From an optimization exercise on the open Yosys and OpenROAD flow, aimed at small area, a short achievable clock period and few clock cycles; shortcuts taken in it are not production practice. Only simulation tests tie the RTL to the original design; equivalence was not proved. Power is estimated from default activity; no workload was simulated.

==> lagoon <==
==> flow/design.v <==
module mips(
    input         clk,
    input         reset,
    output [31:0] i_addr,
    input  [31:0] i_data,
    output [31:0] d_addr,
    output [31:0] d_wdata,
    output        d_we,
    input  [31:0] d_rdata,
    output        rf_we,
    output [4:0]  rf_waddr,
    output [31:0] rf_wdata,
    output [31:0] rf_wpc
);
    localparam [19:0] PC_HI = 20'h00003;
    reg  [9:0]  pc_f;
    wire        stall;
    wire        redirect;
    wire [9:0]  target;
    wire [9:0]  pc_f1 = pc_f + 10'd1;
    always @(posedge clk) begin
        if (reset)        pc_f <= 10'h000;
        else if (!stall)  pc_f <= redirect ? target : pc_f1;
    end
    assign i_addr = {PC_HI, pc_f, 2'b00};
    reg  [31:0] ir_d;
    reg  [9:0]  pc_d;
    always @(posedge clk) begin
        if (reset) begin
            ir_d[31:26] <= 6'd0;
            ir_d[5:0]   <= 6'd0;
        end else if (!stall) begin
            ir_d[31:26] <= i_data[31:26];
            ir_d[5:0]   <= i_data[5:0];
        end
        if (!stall) begin
            ir_d[25:6] <= i_data[25:6];
            pc_d       <= pc_f;
        end
    end
    wire [5:0]  op = ir_d[31:26], fn = ir_d[5:0];
    wire [4:0]  rs = ir_d[25:21], rt = ir_d[20:16], rd = ir_d[15:11];
    wire [15:0] imm = ir_d[15:0];
    wire sp      = (op == 6'h00);
    wire i_addu  = sp && fn == 6'h21;
    wire i_subu  = sp && fn == 6'h23;
    wire i_rotrv = sp && fn == 6'h06;
    wire i_jr    = sp && fn == 6'h08;
    wire i_clz   = (op == 6'h1c) && fn == 6'h20;
    wire i_ori   = (op == 6'h0d);
    wire i_lui   = (op == 6'h0f);
    wire i_lw    = (op == 6'h23);
    wire i_lb    = (op == 6'h20);
    wire i_sw    = (op == 6'h2b);
    wire i_beq   = (op == 6'h04);
    wire i_blez  = (op == 6'h06);
    wire i_bltzal= (op == 6'h01);
    wire i_j     = (op == 6'h02);
    wire i_jal   = (op == 6'h03);
    wire i_load  = i_lw | i_lb;
    wire i_link  = i_jal | i_bltzal;
    wire i_rtype = i_addu | i_subu | i_rotrv | i_clz;
    wire use_rs  = i_rtype | i_ori | i_load | i_sw;         
    wire use_rt  = i_addu | i_subu | i_rotrv;               
    wire br_rs   = i_beq | i_blez | i_bltzal | i_jr;        
    wire br_rt   = i_beq;                                   
    wire [4:0] dst_d = i_rtype ? rd : (i_ori | i_lui | i_load) ? rt : i_link ? 5'd31 : 5'd0;
    reg  [31:0] rf [1:31];
    reg  [31:0] res_w;
    reg  [4:0]  dst_w;
    reg         we_w;
    wire [31:0] wd = res_w & {32{~reset}};
    genvar g;
    generate for (g = 1; g < 32; g = g + 1) begin : rfw
        always @(posedge clk)
            if (reset || (we_w && dst_w == g)) rf[g] <= wd;
    end endgenerate
    wire [4:0]  rs_f = i_data[25:21], rt_f = i_data[20:16];
    wire [31:0] rf_a = (rs_f == 5'd0) ? 32'd0 : (we_w && rs_f == dst_w) ? res_w : rf[rs_f];
    wire [31:0] rf_b = (rt_f == 5'd0) ? 32'd0 : (we_w && rt_f == dst_w) ? res_w : rf[rt_f];
    reg  [31:0] a_d, b_d;
    reg  [4:0]  dst_e, dst_m;
    reg         load_e, load_m;
    reg  [31:0] res_m;
    wire a_fm = (rs == dst_m) && !load_m && dst_m != 5'd0;
    wire a_fw = (rs == dst_w) && we_w;
    wire b_fm = (rt == dst_m) && !load_m && dst_m != 5'd0;
    wire b_fw = (rt == dst_w) && we_w;
    wire [31:0] va = a_fm ? res_m : a_fw ? res_w : a_d;
    wire [31:0] vb = b_fm ? res_m : b_fw ? res_w : b_d;
    always @(posedge clk) begin
        a_d <= stall ? va : rf_a;
        b_d <= stall ? vb : rf_b;
    end
    wire a_zero = (va == 32'd0);
    wire taken  = (i_beq && va == vb) || (i_blez && (va[31] || a_zero)) || (i_bltzal && va[31]);
    assign redirect = taken | i_j | i_jal | i_jr;
    assign target = (i_j | i_jal) ? ir_d[9:0] : i_jr ? va[11:2] : (pc_f + imm[9:0]);
    wire rs_e = (rs == dst_e) && dst_e != 5'd0;
    wire rt_e = (rt == dst_e) && dst_e != 5'd0;
    wire rs_ml = (rs == dst_m) && load_m && dst_m != 5'd0;
    wire rt_ml = (rt == dst_m) && load_m && dst_m != 5'd0;
    assign stall = (br_rs && (rs_e || rs_ml)) || (br_rt && (rt_e || rt_ml)) ||
                   (load_e && ((use_rs && rs_e) || (use_rt && rt_e)));
    reg  [31:0] a_e, b_e;
    reg  [15:0] imm_e;
    reg  [9:0]  pc_e;
    reg         a_sm, a_sw, b_sm, b_sw, use_imm_e;
    reg         add_e, sub_e, or_e, rot_e, clz_e, lui_e, sext_e;
    reg         lb_e, sw_e, sdl_e;
    wire [31:0] link_d = {PC_HI, pc_f1, 2'b00};
    always @(posedge clk) begin
        if (reset || stall) begin
            dst_e <= 5'd0; load_e <= 1'b0; lb_e <= 1'b0; sw_e <= 1'b0;
        end else begin
            dst_e <= dst_d; load_e <= i_load; lb_e <= i_lb; sw_e <= i_sw;
        end
        a_e   <= i_link ? link_d : va;
        b_e   <= vb;
        imm_e <= imm;
        pc_e  <= pc_d;
        a_sm  <= use_rs && rs_e;
        a_sw  <= use_rs && !rs_e && (rs == dst_m) && dst_m != 5'd0;
        b_sm  <= (use_rt | i_sw) && rt_e;
        b_sw  <= (use_rt | i_sw) && !rt_e && (rt == dst_m) && dst_m != 5'd0;
        sdl_e <= i_sw && rt_e && load_e;
        use_imm_e <= i_ori | i_lui | i_load | i_sw;
        add_e <= i_addu | i_load | i_sw;
        sub_e <= i_subu;
        or_e  <= i_ori | i_lui | i_link;
        rot_e <= i_rotrv;
        clz_e <= i_clz;
        lui_e <= i_lui;
        sext_e <= i_load | i_sw;
    end
    wire [31:0] A  = a_sm ? res_m : a_sw ? res_w : (lui_e ? 32'd0 : a_e);
    wire [31:0] Bf = b_sm ? res_m : b_sw ? res_w : b_e;
    wire [31:0] immx = lui_e ? {imm_e, 16'd0} : {{16{sext_e & imm_e[15]}}, imm_e};
    wire [31:0] B  = use_imm_e ? immx : Bf;
    wire [31:0] sum = A + (sub_e ? ~B : B) + {31'd0, sub_e};
    wire [31:0] orr = A | (or_e & ~use_imm_e ? 32'd0 : B);
    wire [31:0] rot = (B >> A[4:0]) | (B << (6'd32 - {1'b0, A[4:0]}));
    reg  [5:0]  cnt;
    integer i;
    always @(*) begin
        cnt = 6'd32;
        for (i = 0; i < 32; i = i + 1)
            if (A[i]) cnt = 6'd31 - i[5:0];
    end
    wire [31:0] res_e = (add_e | sub_e) ? sum :
                        rot_e ? rot :
                        clz_e ? {26'd0, cnt} : orr;
    reg  [31:0] sd_m;
    reg  [9:0]  pc_m;
    reg         lb_m, sw_m;
    reg [7:0] byte_m;
    always @(*) begin
        case (res_m[1:0])
            2'd0: byte_m = d_rdata[7:0];
            2'd1: byte_m = d_rdata[15:8];
            2'd2: byte_m = d_rdata[23:16];
            default: byte_m = d_rdata[31:24];
        endcase
    end
    wire [31:0] ld_m = lb_m ? {{24{byte_m[7]}}, byte_m} : d_rdata;
    always @(posedge clk) begin
        if (reset) begin
            dst_m <= 5'd0; load_m <= 1'b0; lb_m <= 1'b0; sw_m <= 1'b0;
        end else begin
            dst_m <= dst_e; load_m <= load_e; lb_m <= lb_e; sw_m <= sw_e;
        end
        res_m <= res_e;
        sd_m  <= sdl_e ? ld_m : Bf;
        pc_m  <= pc_e;
    end
    assign d_addr  = res_m;
    assign d_wdata = sd_m;
    assign d_we    = sw_m;
    reg [9:0] pc_w;
    always @(posedge clk) begin
        if (reset) we_w <= 1'b0;
        else       we_w <= (dst_m != 5'd0);
        dst_w <= dst_m;
        res_w <= load_m ? ld_m : res_m;
        pc_w  <= pc_m;
    end
    assign rf_we    = we_w;
    assign rf_waddr = dst_w;
    assign rf_wdata = res_w;
    assign rf_wpc   = {PC_HI, pc_w, 2'b00};
endmodule
==> flow/run.sh <==
#!/bin/bash
# synth_recipe.tcl (not shown) runs the flow's synth.tcl, then flattens the netlist and writes it again
# the make line also repeats each setting of config.mk as NAME=value (left out here)
make -C /OpenROAD-flow-scripts/flow DESIGN_CONFIG=/design/flow/config.mk WORK_HOME=/design/flow/orfs CLKGATE_MAP_FILE= SYNTH_SCRIPT=/design/flow/synth_recipe.tcl finish
==> flow/config.mk <==
export PLATFORM = sky130hd
export DESIGN_NAME = mips
export DESIGN_NICKNAME = mips
export VERILOG_FILES = /design/flow/design.v
export SDC_FILE = /design/flow/constraint.sdc
export NUM_CORES = 4
export LEC_CHECK = 0
export CAP_MARGIN = 20
export CORE_MARGIN = 2
export CORE_UTILIZATION = 30
export PLACE_DENSITY = 0.5
export SETUP_SLACK_MARGIN = 5
export SLEW_MARGIN = 20
==> flow/constraint.sdc <==
create_clock -name core_clock -period 9.0 [get_ports {clk}]
set_input_delay 1.8000 -clock core_clock [delete_from_list [all_inputs] [get_ports {clk}]]
set_output_delay 1.8000 -clock core_clock [all_outputs]
set_load 0.01 [all_outputs]
==> garnet: changes against lagoon <==
==> flow/design.v, changed modules only <==
module mips(
    input         clk,
    input         reset,
    output [31:0] i_addr,
    input  [31:0] i_data,
    output [31:0] d_addr,
    output [31:0] d_wdata,
    output        d_we,
    input  [31:0] d_rdata,
    output        rf_we,
    output [4:0]  rf_waddr,
    output [31:0] rf_wdata,
    output [31:0] rf_wpc
);
    localparam [19:0] PC_HI = 20'h00003;
    reg  [9:0]  pc_f;
    wire        stall;
    wire        redirect;
    wire [9:0]  target;
    wire [9:0]  pc_f1 = pc_f + 10'd1;
    always @(posedge clk) begin
        if (reset)        pc_f <= 10'h000;
        else if (!stall)  pc_f <= redirect ? target : pc_f1;
    end
    assign i_addr = {PC_HI, pc_f, 2'b00};
    reg  [31:0] ir_d;
    reg  [9:0]  pc_d;
    always @(posedge clk) begin
        if (reset) begin
            ir_d[31:26] <= 6'd0;
            ir_d[5:0]   <= 6'd0;
        end else if (!stall) begin
            ir_d[31:26] <= i_data[31:26];
            ir_d[5:0]   <= i_data[5:0];
        end
        if (!stall) begin
            ir_d[25:6] <= i_data[25:6];
            pc_d       <= pc_f;
        end
    end
    wire [5:0]  op = ir_d[31:26], fn = ir_d[5:0];
    wire [4:0]  rs = ir_d[25:21], rt = ir_d[20:16], rd = ir_d[15:11];
    wire [15:0] imm = ir_d[15:0];
    wire sp      = (op == 6'h00);
    wire i_addu  = sp && fn == 6'h21;
    wire i_subu  = sp && fn == 6'h23;
    wire i_rotrv = sp && fn == 6'h06;
    wire i_jr    = sp && fn == 6'h08;
    wire i_clz   = (op == 6'h1c) && fn == 6'h20;
    wire i_ori   = (op == 6'h0d);
    wire i_lui   = (op == 6'h0f);
    wire i_lw    = (op == 6'h23);
    wire i_lb    = (op == 6'h20);
    wire i_sw    = (op == 6'h2b);
    wire i_beq   = (op == 6'h04);
    wire i_blez  = (op == 6'h06);
    wire i_bltzal= (op == 6'h01);
    wire i_j     = (op == 6'h02);
    wire i_jal   = (op == 6'h03);
    wire i_load  = i_lw | i_lb;
    wire i_link  = i_jal | i_bltzal;
    wire i_rtype = i_addu | i_subu | i_rotrv | i_clz;
    wire use_rs  = i_rtype | i_ori | i_load | i_sw;         
    wire use_rt  = i_addu | i_subu | i_rotrv;               
    wire br_rs   = i_beq | i_blez | i_bltzal | i_jr;        
    wire br_rt   = i_beq;                                   
    wire [4:0] dst_d = i_rtype ? rd : (i_ori | i_lui | i_load) ? rt : i_link ? 5'd31 : 5'd0;
    reg  [31:0] rf [1:31];
    reg  [31:0] res_w;
    reg  [4:0]  dst_w;
    integer k;
    always @(posedge clk) begin
        if (reset) begin
            for (k = 1; k < 32; k = k + 1) rf[k] <= 32'd0;
        end else if (dst_w != 5'd0) begin
            rf[dst_w] <= res_w;
        end
    end
    wire [31:0] rf_a = (rs == 5'd0) ? 32'd0 : rf[rs];
    wire [31:0] rf_b = (rt == 5'd0) ? 32'd0 : rf[rt];
    reg  [4:0]  dst_e, dst_m;
    reg         load_e, load_m;
    reg  [31:0] res_m;
    wire a_fm = (rs == dst_m) && !load_m && dst_m != 5'd0;
    wire a_fw = (rs == dst_w) && dst_w != 5'd0;
    wire b_fm = (rt == dst_m) && !load_m && dst_m != 5'd0;
    wire b_fw = (rt == dst_w) && dst_w != 5'd0;
    wire [31:0] va = a_fm ? res_m : a_fw ? res_w : rf_a;
    wire [31:0] vb = b_fm ? res_m : b_fw ? res_w : rf_b;
    wire a_zero = (va == 32'd0);
    wire taken  = (i_beq && va == vb) || (i_blez && (va[31] || a_zero)) || (i_bltzal && va[31]);
    assign redirect = taken | i_j | i_jal | i_jr;
    assign target = (i_j | i_jal) ? ir_d[9:0] : i_jr ? va[11:2] : (pc_f + imm[9:0]);
    wire rs_e = (rs == dst_e) && dst_e != 5'd0;
    wire rt_e = (rt == dst_e) && dst_e != 5'd0;
    wire rs_ml = (rs == dst_m) && load_m && dst_m != 5'd0;
    wire rt_ml = (rt == dst_m) && load_m && dst_m != 5'd0;
    assign stall = (br_rs && (rs_e || rs_ml)) || (br_rt && (rt_e || rt_ml)) ||
                   (load_e && ((use_rs && rs_e) || (use_rt && rt_e)));
    reg  [31:0] a_e, b_e;
    reg  [15:0] imm_e;
    reg  [9:0]  pc_e;
    reg         a_sm, a_sw, b_sm, b_sw, use_imm_e;
    reg         add_e, sub_e, or_e, rot_e, clz_e, lui_e, sext_e;
    reg         lb_e, sw_e, sdw_e;
    wire [31:0] link_d = {PC_HI, pc_f1, 2'b00};
    always @(posedge clk) begin
        if (reset || stall) begin
            dst_e <= 5'd0; load_e <= 1'b0; lb_e <= 1'b0; sw_e <= 1'b0;
        end else begin
            dst_e <= dst_d; load_e <= i_load; lb_e <= i_lb; sw_e <= i_sw;
        end
        a_e   <= i_link ? link_d : va;
        b_e   <= vb;
        imm_e <= imm;
        pc_e  <= pc_d;
        a_sm  <= use_rs && rs_e;
        a_sw  <= use_rs && !rs_e && (rs == dst_m) && dst_m != 5'd0;
        b_sm  <= (use_rt | i_sw) && rt_e;
        b_sw  <= (use_rt | i_sw) && !rt_e && (rt == dst_m) && dst_m != 5'd0;
        sdw_e <= i_sw && rt_e && load_e;
        use_imm_e <= i_ori | i_lui | i_load | i_sw;
        add_e <= i_addu | i_load | i_sw;
        sub_e <= i_subu;
        or_e  <= i_ori | i_lui | i_link;
        rot_e <= i_rotrv;
        clz_e <= i_clz;
        lui_e <= i_lui;
        sext_e <= i_load | i_sw;
    end
    wire [31:0] A  = a_sm ? res_m : a_sw ? res_w : (lui_e ? 32'd0 : a_e);
    wire [31:0] Bf = b_sm ? res_m : b_sw ? res_w : b_e;
    wire [31:0] immx = lui_e ? {imm_e, 16'd0} : {{16{sext_e & imm_e[15]}}, imm_e};
    wire [31:0] B  = use_imm_e ? immx : Bf;
    wire [31:0] sum = A + (sub_e ? ~B : B) + {31'd0, sub_e};
    wire [31:0] orr = A | (or_e & ~use_imm_e ? 32'd0 : B);
    wire [31:0] rot = (B >> A[4:0]) | (B << (6'd32 - {1'b0, A[4:0]}));
    reg  [5:0]  cnt;
    integer i;
    always @(*) begin
        cnt = 6'd32;
        for (i = 0; i < 32; i = i + 1)
            if (A[i]) cnt = 6'd31 - i[5:0];
    end
    wire [31:0] res_e = (add_e | sub_e) ? sum :
                        rot_e ? rot :
                        clz_e ? {26'd0, cnt} : orr;
    reg  [31:0] sd_m;
    reg  [9:0]  pc_m;
    reg         lb_m, sw_m, sdw_m;
    always @(posedge clk) begin
        if (reset) begin
            dst_m <= 5'd0; load_m <= 1'b0; lb_m <= 1'b0; sw_m <= 1'b0;
        end else begin
            dst_m <= dst_e; load_m <= load_e; lb_m <= lb_e; sw_m <= sw_e;
        end
        res_m <= res_e;
        sd_m  <= Bf;
        sdw_m <= sdw_e;
        pc_m  <= pc_e;
    end
    assign d_addr  = res_m;
    assign d_wdata = sdw_m ? res_w : sd_m;
    assign d_we    = sw_m;
    reg [7:0] byte_m;
    always @(*) begin
        case (res_m[1:0])
            2'd0: byte_m = d_rdata[7:0];
            2'd1: byte_m = d_rdata[15:8];
            2'd2: byte_m = d_rdata[23:16];
            default: byte_m = d_rdata[31:24];
        endcase
    end
    wire [31:0] ld_m = lb_m ? {{24{byte_m[7]}}, byte_m} : d_rdata;
    reg [9:0] pc_w;
    always @(posedge clk) begin
        if (reset) dst_w <= 5'd0;
        else       dst_w <= dst_m;
        res_w <= load_m ? ld_m : res_m;
        pc_w  <= pc_m;
    end
    assign rf_we    = (dst_w != 5'd0);
    assign rf_waddr = dst_w;
    assign rf_wdata = res_w;
    assign rf_wpc   = {PC_HI, pc_w, 2'b00};
endmodule
--- a/flow/config.mk
+++ b/flow/config.mk
@@ -11,3 +11,2 @@
 export PLACE_DENSITY = 0.5
-export SETUP_SLACK_MARGIN = 5
 export SLEW_MARGIN = 20
==> cedar: changes against lagoon <==
==> flow/design.v, changed modules only <==
module mips(
    input         clk,
    input         reset,
    output [31:0] i_addr,
    input  [31:0] i_data,
    output [31:0] d_addr,
    output [31:0] d_wdata,
    output        d_we,
    input  [31:0] d_rdata,
    output        rf_we,
    output [4:0]  rf_waddr,
    output [31:0] rf_wdata,
    output [31:0] rf_wpc
);
    localparam [19:0] PC_HI = 20'h00003;
    reg  [9:0]  pc_f;
    wire        stall;
    wire        redirect;
    wire [9:0]  target;
    wire [9:0]  pc_f1 = pc_f + 10'd1;
    always @(posedge clk) begin
        if (reset)        pc_f <= 10'h000;
        else if (!stall)  pc_f <= redirect ? target : pc_f1;
    end
    assign i_addr = {PC_HI, pc_f, 2'b00};
    reg  [31:0] ir_d;
    reg  [9:0]  pc_d;
    always @(posedge clk) begin
        if (reset) begin
            ir_d[31:26] <= 6'd0;
            ir_d[5:0]   <= 6'd0;
        end else if (!stall) begin
            ir_d[31:26] <= i_data[31:26];
            ir_d[5:0]   <= i_data[5:0];
        end
        if (!stall) begin
            ir_d[25:6] <= i_data[25:6];
            pc_d       <= pc_f;
        end
    end
    wire [5:0]  op = ir_d[31:26], fn = ir_d[5:0];
    wire [4:0]  rs = ir_d[25:21], rt = ir_d[20:16], rd = ir_d[15:11];
    wire [15:0] imm = ir_d[15:0];
    wire sp      = (op == 6'h00);
    wire i_addu  = sp && fn == 6'h21;
    wire i_subu  = sp && fn == 6'h23;
    wire i_rotrv = sp && fn == 6'h06;
    wire i_jr    = sp && fn == 6'h08;
    wire i_clz   = (op == 6'h1c) && fn == 6'h20;
    wire i_ori   = (op == 6'h0d);
    wire i_lui   = (op == 6'h0f);
    wire i_lw    = (op == 6'h23);
    wire i_lb    = (op == 6'h20);
    wire i_sw    = (op == 6'h2b);
    wire i_beq   = (op == 6'h04);
    wire i_blez  = (op == 6'h06);
    wire i_bltzal= (op == 6'h01);
    wire i_j     = (op == 6'h02);
    wire i_jal   = (op == 6'h03);
    wire i_load  = i_lw | i_lb;
    wire i_link  = i_jal | i_bltzal;
    wire i_rtype = i_addu | i_subu | i_rotrv | i_clz;
    wire use_rs  = i_rtype | i_ori | i_load | i_sw;         
    wire use_rt  = i_addu | i_subu | i_rotrv;               
    wire br_rs   = i_beq | i_blez | i_bltzal | i_jr;        
    wire br_rt   = i_beq;                                   
    wire [4:0] dst_d = i_rtype ? rd : (i_ori | i_lui | i_load) ? rt : i_link ? 5'd31 : 5'd0;
    reg  [31:0] rf [1:31];
    reg  [31:0] res_w;
    reg  [4:0]  dst_w;
    integer k;
    always @(posedge clk) begin
        if (reset) begin
            for (k = 1; k < 32; k = k + 1) rf[k] <= 32'd0;
        end else if (dst_w != 5'd0) begin
            rf[dst_w] <= res_w;
        end
    end
    wire [31:0] rf_a = (rs == 5'd0) ? 32'd0 : rf[rs];
    wire [31:0] rf_b = (rt == 5'd0) ? 32'd0 : rf[rt];
    reg  [4:0]  dst_e, dst_m;
    reg         load_e, load_m;
    reg  [31:0] res_m;
    wire a_fm = (rs == dst_m) && !load_m && dst_m != 5'd0;
    wire a_fw = (rs == dst_w) && dst_w != 5'd0;
    wire b_fm = (rt == dst_m) && !load_m && dst_m != 5'd0;
    wire b_fw = (rt == dst_w) && dst_w != 5'd0;
    wire [31:0] va = a_fm ? res_m : a_fw ? res_w : rf_a;
    wire [31:0] vb = b_fm ? res_m : b_fw ? res_w : rf_b;
    wire a_zero = (va == 32'd0);
    wire taken  = (i_beq && va == vb) || (i_blez && (va[31] || a_zero)) || (i_bltzal && va[31]);
    assign redirect = taken | i_j | i_jal | i_jr;
    assign target = (i_j | i_jal) ? ir_d[9:0] : i_jr ? va[11:2] : (pc_f + imm[9:0]);
    wire rs_e = (rs == dst_e) && dst_e != 5'd0;
    wire rt_e = (rt == dst_e) && dst_e != 5'd0;
    wire rs_ml = (rs == dst_m) && load_m && dst_m != 5'd0;
    wire rt_ml = (rt == dst_m) && load_m && dst_m != 5'd0;
    assign stall = (br_rs && (rs_e || rs_ml)) || (br_rt && (rt_e || rt_ml)) ||
                   (load_e && ((use_rs && rs_e) || (use_rt && rt_e)));
    reg  [31:0] a_e, b_e;
    reg  [15:0] imm_e;
    reg  [9:0]  pc_e;
    reg         a_sm, a_sw, b_sm, b_sw, use_imm_e;
    reg         add_e, sub_e, or_e, rot_e, clz_e, lui_e, sext_e;
    reg         lb_e, sw_e, sdw_e;
    wire [31:0] link_d = {PC_HI, pc_f1, 2'b00};
    always @(posedge clk) begin
        if (reset || stall) begin
            dst_e <= 5'd0; load_e <= 1'b0; lb_e <= 1'b0; sw_e <= 1'b0;
        end else begin
            dst_e <= dst_d; load_e <= i_load; lb_e <= i_lb; sw_e <= i_sw;
        end
        a_e   <= i_link ? link_d : va;
        b_e   <= vb;
        imm_e <= imm;
        pc_e  <= pc_d;
        a_sm  <= use_rs && rs_e;
        a_sw  <= use_rs && !rs_e && (rs == dst_m) && dst_m != 5'd0;
        b_sm  <= (use_rt | i_sw) && rt_e;
        b_sw  <= (use_rt | i_sw) && !rt_e && (rt == dst_m) && dst_m != 5'd0;
        sdw_e <= i_sw && rt_e && load_e;
        use_imm_e <= i_ori | i_lui | i_load | i_sw;
        add_e <= i_addu | i_load | i_sw;
        sub_e <= i_subu;
        or_e  <= i_ori | i_lui | i_link;
        rot_e <= i_rotrv;
        clz_e <= i_clz;
        lui_e <= i_lui;
        sext_e <= i_load | i_sw;
    end
    wire [31:0] A  = a_sm ? res_m : a_sw ? res_w : (lui_e ? 32'd0 : a_e);
    wire [31:0] Bf = b_sm ? res_m : b_sw ? res_w : b_e;
    wire [31:0] immx = lui_e ? {imm_e, 16'd0} : {{16{sext_e & imm_e[15]}}, imm_e};
    wire [31:0] B  = use_imm_e ? immx : Bf;
    wire [31:0] sum = A + (sub_e ? ~B : B) + {31'd0, sub_e};
    wire [31:0] orr = A | (or_e & ~use_imm_e ? 32'd0 : B);
    wire [31:0] rot = (B >> A[4:0]) | (B << (6'd32 - {1'b0, A[4:0]}));
    reg  [5:0]  cnt;
    integer i;
    always @(*) begin
        cnt = 6'd32;
        for (i = 0; i < 32; i = i + 1)
            if (A[i]) cnt = 6'd31 - i[5:0];
    end
    wire [31:0] res_e = (add_e | sub_e) ? sum :
                        rot_e ? rot :
                        clz_e ? {26'd0, cnt} : orr;
    reg  [31:0] sd_m;
    reg  [9:0]  pc_m;
    reg         lb_m, sw_m, sdw_m;
    always @(posedge clk) begin
        if (reset) begin
            dst_m <= 5'd0; load_m <= 1'b0; lb_m <= 1'b0; sw_m <= 1'b0;
        end else begin
            dst_m <= dst_e; load_m <= load_e; lb_m <= lb_e; sw_m <= sw_e;
        end
        res_m <= res_e;
        sd_m  <= Bf;
        sdw_m <= sdw_e;
        pc_m  <= pc_e;
    end
    assign d_addr  = res_m;
    assign d_wdata = sdw_m ? res_w : sd_m;
    assign d_we    = sw_m;
    reg [7:0] byte_m;
    always @(*) begin
        case (res_m[1:0])
            2'd0: byte_m = d_rdata[7:0];
            2'd1: byte_m = d_rdata[15:8];
            2'd2: byte_m = d_rdata[23:16];
            default: byte_m = d_rdata[31:24];
        endcase
    end
    wire [31:0] ld_m = lb_m ? {{24{byte_m[7]}}, byte_m} : d_rdata;
    reg [9:0] pc_w;
    always @(posedge clk) begin
        if (reset) dst_w <= 5'd0;
        else       dst_w <= dst_m;
        res_w <= load_m ? ld_m : res_m;
        pc_w  <= pc_m;
    end
    assign rf_we    = (dst_w != 5'd0);
    assign rf_waddr = dst_w;
    assign rf_wdata = res_w;
    assign rf_wpc   = {PC_HI, pc_w, 2'b00};
endmodule
--- a/flow/config.mk
+++ b/flow/config.mk
@@ -7,2 +7,3 @@
 export LEC_CHECK = 0
+export ABC_CLOCK_PERIOD_IN_PS = 3500
 export CAP_MARGIN = 20
==> notes <==
In garnet the clock power is larger than in cedar, by about 3%. Hold slack: cedar is lower than garnet (15 ps). In lagoon the sequential cell count is higher than in garnet, by 22. In cedar the utilization is lower than in lagoon, by 0.79 points. Combinational power, highest first: lagoon, cedar, garnet. Register-to-register slack is about the same in cedar and lagoon. In lagoon the first-iteration DRC count is higher than in garnet, by about 70%. The lowest clock-buffer cell count belongs to garnet, the highest to cedar. Of lagoon and garnet, garnet has the higher area after synthesis (gap 14%, measured against garnet).
Testbench counts of lagoon, summed over its fixed seeds: cycles 173,019.
Testbench counts of garnet, summed over its fixed seeds: cycles 173,019.
Testbench counts of cedar, summed over its fixed seeds: cycles 173,019.

## separate check: timing with driven ports
Ports are ideal in the flow. The routed layouts listed here were re-timed in OpenROAD. Step 1, drivers: a clkbuf_16 drives clk and a buf_2 each remaining input, both assumed. Step 2 moves the port delays by t, midway between the first and last clock arrival at a register: inputs arrive t later, outputs are due t later. That takes back most of the time a late clock gives input paths. Slacks: ideal ports / drivers / drivers and shift; pairs: ideal ports / drivers.
run | t, ns | setup slack, ns | clock arrival spread, ns | worst data-port slew with drivers (ns) | pins driven straight from the clock port
lagoon | 0.899 | 4.487 / 4.487 / 4.075 | 0.040 / 0.041 | 0.06 | 1
garnet | 0.926 | 2.691 / 2.691 / 2.691 | 0.054 / 0.054 | 0.09 | 1
cedar | 0.934 | 4.498 / 4.498 / 4.134 | 0.057 / 0.057 | 0.10 | 1
After both steps every run listed still meets setup and hold. For lagoon, which loses most, drivers alone change the setup slack by 0.000 ns; drivers and shift together by -0.412 ns.
